Context: an optimization exercise on an open-source flow, tuned for small area and a short achievable clock period. The choices shown serve that exercise and are no tape-out recipe. The RTL was checked by simulation tests, not by an equivalence proof against the original design. Power and IR drop assume default switching activity.

==> flow/design.v (excerpt) <==
module four_ports_fifo(
	input wire clk,
	input wire resetn,
	input wire [31:0] data0,
	input wire [31:0] data1,
	input wire [31:0] data2,
	input wire [31:0] data3,
	input wire [2:0] wen,
	input wire [2:0] ren,
	output reg [32:0] dout0,
	output reg [32:0] dout1,
	output reg [32:0] dout2,
	output reg [32:0] dout3,
	output wire empty,
	output wire full
);
	reg [31:0] mem [0:31];    
	reg [3:0] wlo, rlo;
	reg [7:0] wsel [0:3];
	reg [7:0] rsel [0:3];
	reg [31:0] th;
	wire [3:0] has  = th[3:0];                           
	wire [4:1] room = ~{th[28], th[29], th[30], th[31]};   
	assign empty = ~th[0];
	assign full  = th[31];
	integer b, k, r, w, m, j;
	reg [32:0] crg;
	wire [4:1] wdec;
	assign wdec[4] = wen[2];
	assign wdec[3] = ~wen[2] & (wen[1:0] == 2'd3);
	assign wdec[2] = ~wen[2] & (wen[1:0] == 2'd2);
	assign wdec[1] = ~wen[2] & (wen[1:0] == 2'd1);
	wire [4:1] acw = wdec & room;
	wire acc = |acw;
	reg [31:0] wd [0:3];
	reg [3:0]  bwe;
	reg [4:1]  qb [0:3];
	always @(*) begin
		for (b = 0; b < 4; b = b + 1) begin
			for (w = 1; w < 5; w = w + 1) begin
				qb[b][w] = 1'b0;
				for (k = 0; k < w; k = k + 1)
					qb[b][w] = qb[b][w] | wlo[(b - k) & 3];
				qb[b][w] = qb[b][w] & room[w];
			end
			bwe[b] = |(wdec & qb[b]);
			wd[b] = ({32{wlo[(b - 0) & 3]}} & data0) |
			        ({32{wlo[(b - 1) & 3]}} & data1) |
  ...
For scale: roughly 3400 cells after synthesis, about 270 I/O pins, roughly 50000 µm² of cells after synthesis.
export LEC_CHECK = 0
export CAP_MARGIN = 10
export CORE_MARGIN = 2
export CORE_UTILIZATION = 50
export CTS_CLUSTER_DIAMETER = 100
export CTS_CLUSTER_SIZE = 25
export PLACE_DENSITY = 0.65
export SETUP_SLACK_MARGIN = 3.6
export SLEW_MARGIN = 10
export TNS_END_PERCENT = 100
export BUFFER_PORTS_ARGS = -buffer_cell sky130_fd_sc_hd__buf_2
export POST_GLOBAL_PLACE_TCL = /design/flow/flow/pull_out_ffs.tcl
export POST_GLOBAL_ROUTE_TCL = /design/flow/flow/recover_area.tcl
create_clock -name core_clock -period 6.0 [get_ports {clk}]
standard.sh (not shown) runs the stock make flow with config.mk's settings and CLKGATE_MAP_FILE= SYNTH_SCRIPT=/design/flow/synth_recipe.tcl, a recipe that flattens the netlist after the stock synthesis.
==> flow/flow/run.sh <==
#!/bin/bash
# The standard layout (the standard.sh) with these changes to how it is made:
#  - the input and output ports get plain buf_2 buffers instead of the resizer's
#    default pick, a delay cell;
#  - after global placement, each register that drives an output port is moved
#    70% of the way towards that port's buffer (pull_out_ffs.tcl); detailed
#    placement legalizes it;
#  - timing repair may resize cells across footprints (MATCH_CELL_FOOTPRINT=0);
#  - after global routing, cells off the critical paths are downsized while the
#    worst slack stays as reached (recover_area.tcl).
# make's full output goes to make_finish.log; ORFS writes each step's log under orfs/logs/.
set -euo pipefail
here=$(pwd)
cat >> config.mk <<EOC
export BUFFER_PORTS_ARGS = -buffer_cell sky130_fd_sc_hd__buf_2
export POST_GLOBAL_PLACE_TCL = $here/flow/pull_out_ffs.tcl
export POST_GLOBAL_ROUTE_TCL = $here/flow/recover_area.tcl
EOC
bash standard.sh MATCH_CELL_FOOTPRINT=0 finish > make_finish.log 2>&1
==> flow/flow/pull_out_ffs.tcl <==
# After global placement: move each register that drives an output port (through
# the port's buffer) most of the way (70%) from where it was placed towards that
# buffer, so the register-to-port wire is short while the wire into the register
# stays moderate. Detailed placement legalizes the moved cells afterwards.
set block [ord::get_db_block]
set moved 0
foreach bterm [$block getBTerms] {
  if {[$bterm getIoType] != "OUTPUT"} { continue }
  set net [$bterm getNet]
  if {$net == "NULL"} { continue }
  set buf "NULL"
  foreach it [$net getITerms] {
    if {[$it isOutputSignal]} { set buf [$it getInst] }
  }
  if {$buf == "NULL"} { continue }
  set ff "NULL"
  foreach it [$buf getITerms] {
    if {[$it isInputSignal]} {
      set n2 [$it getNet]
      if {$n2 == "NULL"} { continue }
      foreach it2 [$n2 getITerms] {
        if {[$it2 isOutputSignal]} { set ff [$it2 getInst] }
      }
    }
  }
  if {$ff == "NULL"} { continue }
  if {![[$ff getMaster] isSequential]} { continue }
  set loc [$buf getLocation]
  set cur [$ff getLocation]
  set x [expr {int([lindex $cur 0] + 0.7 * ([lindex $loc 0] - [lindex $cur 0]))}]
  set y [expr {int([lindex $cur 1] + 0.7 * ([lindex $loc 1] - [lindex $cur 1]))}]
  $ff setLocation $x $y
  incr moved
}
puts "pull_out_ffs: moved $moved registers towards their output buffers"
Other scripts of this flow, unchanged in this note and not shown: flow/flow/recover_area.tcl
Rerun with:
--- a/flow/flow/run.sh
+++ b/flow/flow/run.sh
@@ -5,4 +5,3 @@
 #  - after global placement, each register that drives an output port is moved
-#    70% of the way towards that port's buffer (pull_out_ffs.tcl); detailed
-#    placement legalizes it;
+#    next to that port's buffer (pull_out_ffs.tcl); detailed placement legalizes it;
 #  - timing repair may resize cells across footprints (MATCH_CELL_FOOTPRINT=0);
--- a/flow/flow/pull_out_ffs.tcl
+++ b/flow/flow/pull_out_ffs.tcl
@@ -1,5 +1,4 @@
 # After global placement: move each register that drives an output port (through
-# the port's buffer) most of the way (70%) from where it was placed towards that
-# buffer, so the register-to-port wire is short while the wire into the register
-# stays moderate. Detailed placement legalizes the moved cells afterwards.
+# the port's buffer) next to that buffer, so the register-to-port wire is short.
+# Detailed placement legalizes the moved cells afterwards.
 set block [ord::get_db_block]
@@ -28,8 +27,5 @@
   set loc [$buf getLocation]
-  set cur [$ff getLocation]
-  set x [expr {int([lindex $cur 0] + 0.7 * ([lindex $loc 0] - [lindex $cur 0]))}]
-  set y [expr {int([lindex $cur 1] + 0.7 * ([lindex $loc 1] - [lindex $cur 1]))}]
-  $ff setLocation $x $y
+  $ff setLocation [lindex $loc 0] [lindex $loc 1]
   incr moved
 }
-puts "pull_out_ffs: moved $moved registers towards their output buffers"
+puts "pull_out_ffs: moved $moved registers next to their output buffers"
--- a/flow/config.mk
+++ b/flow/config.mk
@@ -9,6 +9,6 @@
 export CORE_MARGIN = 2
-export CORE_UTILIZATION = 50
+export CORE_UTILIZATION = 60
 export CTS_CLUSTER_DIAMETER = 100
 export CTS_CLUSTER_SIZE = 25
-export PLACE_DENSITY = 0.65
+export PLACE_DENSITY = 0.72
 export SETUP_SLACK_MARGIN = 3.6
What happened: The new run finished clean. Clock skew came out higher by 20 ps. Cell area is about the same. Count of clock-buffer cells in the layout went up by 1. Wire length decreases by 2.0%. Cell count drops by 4.0%.
Rerun with:
--- a/flow/config.mk
+++ b/flow/config.mk
@@ -9,6 +9,6 @@
 export CORE_MARGIN = 2
-export CORE_UTILIZATION = 60
+export CORE_UTILIZATION = 50
 export CTS_CLUSTER_DIAMETER = 100
 export CTS_CLUSTER_SIZE = 25
-export PLACE_DENSITY = 0.72
+export PLACE_DENSITY = 0.65
 export SETUP_SLACK_MARGIN = 3.6
The new run ran to the end with no violations; final area grows by 1.2%; setup slack gains 8.3 ps; core utilization shrinks by 11 points.
Rerun with:
--- a/flow/config.mk
+++ b/flow/config.mk
@@ -11,3 +11,3 @@
 export CTS_CLUSTER_DIAMETER = 100
-export CTS_CLUSTER_SIZE = 25
+export CTS_CLUSTER_SIZE = 28
 export PLACE_DENSITY = 0.65
Register-to-register slack got worse by 60 ps. Power went down by 1.4%. Sequential cell count is unchanged. Maximum frequency goes up by 0.50%. Cell area goes down by 1.1%. Worst setup slack gains 13 ps. Wire length shrinks by 1.2%. Clock power came out lower by about 3%. Clock skew rises by 17 ps. Synthesized area is unchanged. Count of clock-buffer cells in the layout falls by 11.

* * *

the reference run:
Another version of the RTL of four_ports_fifo (not shown whole).
Size in the first run: about 3400 cells after synthesis, roughly 1200 flip-flops, about 270 I/O pins, roughly 0.049 mm^2 of cells after synthesis.
Settings: LEC_CHECK=0, CAP_MARGIN=20, CORE_MARGIN=2, CORE_UTILIZATION=40, CTS_CLUSTER_DIAMETER=100, CTS_CLUSTER_SIZE=25, PLACE_DENSITY=0.6, SETUP_SLACK_MARGIN=3.4, SLEW_MARGIN=20, TNS_END_PERCENT=20, BUFFER_PORTS_ARGS=-buffer_cell sky130_fd_sc_hd__buf_2; clock period 6.0 ns.
==> flow/flow/run.sh <==
#!/bin/bash
# The standard layout, with plain buffers (instead of the resizer's default pick,
# a delay cell) on the input and output ports.
set -euo pipefail
cat >> config.mk <<'EOC'
export BUFFER_PORTS_ARGS = -buffer_cell sky130_fd_sc_hd__buf_2
EOC
bash standard.sh > make_finish.log 2>&1
Relative to the reference run, the following input files were edited for the trial run:
- swapping 20 for 100 in TNS_END_PERCENT
- swapping 3.4 for 3.6 in SETUP_SLACK_MARGIN
- putting POST_GLOBAL_PLACE_TCL at /design/flow/flow/pull_out_ffs.tcl where nothing was set
==> flow/flow/run.sh <==
#!/bin/bash
# The standard layout (the standard.sh) with three changes to how it is made:
#  - the input and output ports get plain buf_2 buffers instead of the resizer's
#    default pick, a delay cell;
#  - after global placement, each register that drives an output port is moved
#    next to that port's buffer (pull_out_ffs.tcl); detailed placement legalizes it;
#  - timing repair may resize cells across footprints (MATCH_CELL_FOOTPRINT=0).
# make's full output goes to make_finish.log; ORFS writes each step's log under orfs/logs/.
set -euo pipefail
here=$(pwd)
cat >> config.mk <<EOC
export BUFFER_PORTS_ARGS = -buffer_cell sky130_fd_sc_hd__buf_2
export POST_GLOBAL_PLACE_TCL = $here/flow/pull_out_ffs.tcl
EOC
bash standard.sh MATCH_CELL_FOOTPRINT=0 finish > make_finish.log 2>&1
==> flow/flow/pull_out_ffs.tcl (new file) <==
# After global placement: move each register that drives an output port (through
# the port's buffer) next to that buffer, so the register-to-port wire is short.
# Detailed placement legalizes the moved cells afterwards.
set block [ord::get_db_block]
set moved 0
foreach bterm [$block getBTerms] {
  if {[$bterm getIoType] != "OUTPUT"} { continue }
  set net [$bterm getNet]
  if {$net == "NULL"} { continue }
  set buf "NULL"
  foreach it [$net getITerms] {
    if {[$it isOutputSignal]} { set buf [$it getInst] }
  }
  if {$buf == "NULL"} { continue }
  set ff "NULL"
  foreach it [$buf getITerms] {
    if {[$it isInputSignal]} {
      set n2 [$it getNet]
      if {$n2 == "NULL"} { continue }
      foreach it2 [$n2 getITerms] {
        if {[$it2 isOutputSignal]} { set ff [$it2 getInst] }
      }
    }
  }
  if {$ff == "NULL"} { continue }
  if {![[$ff getMaster] isSequential]} { continue }
  set loc [$buf getLocation]
  $ff setLocation [lindex $loc 0] [lindex $loc 1]
  incr moved
}
puts "pull_out_ffs: moved $moved registers next to their output buffers"
==> comparison <==
Final non-filler cell area on the trial run is behind the reference run. Between the trial run and the reference run, global routing usage on met3 is lower for the reference run, the trial run comes in above that. NOTE: cell count of the worst reg-to-reg path in the trial run exceeds that of the reference run. The critical path class comes out register to output port in one run and input port to register in the other, namely in the reference run and the trial run respectively. NOTE power drawn by the clock network the reference run->the trial run increased slightly.

==> separate check: timing with driven ports <==
In the flow no input, the clock included, has a driving cell. The finished layouts below were timed again as built, in two steps. Step 1 (the two cells are an assumption about what drives the block):
set clk [get_ports {clk}]
set_driving_cell -lib_cell sky130_fd_sc_hd__clkbuf_16 $clk
set_driving_cell -lib_cell sky130_fd_sc_hd__buf_2 [delete_from_list [all_inputs] $clk]
Step 2 also shifts input and output timing later by t, the mid clock arrival at the registers, as if the neighbouring blocks saw the same clock. a / b / c = no drivers / after step 1 / after step 2; a / b = the first two.
| run | shift t [ns] | setup WS [ns] | pins driven straight from the clock port |
|---|---|---|---|
| the first run of note 1 | 0.736 | 3.406 / 3.369 / 2.634 | 1 |
| the second run of note 1 | 0.738 | 3.449 / 3.374 / 2.635 | 1 |
| the third run of note 1 | 0.774 | 3.457 / 3.422 / 2.649 | 1 |
| the fourth run of note 1 | 0.748 | 3.470 / 3.437 / 2.689 | 1 |
| the reference run | 0.786 | 3.266 / 3.187 / 2.529 | 1 |
| the trial run | 0.792 | 3.364 / 3.328 / 2.537 | 1 |
After both steps every run listed still meets setup and hold. For the trial run, which loses most, drivers alone change the setup slack by -0.036 ns; drivers and shift together by -0.827 ns.
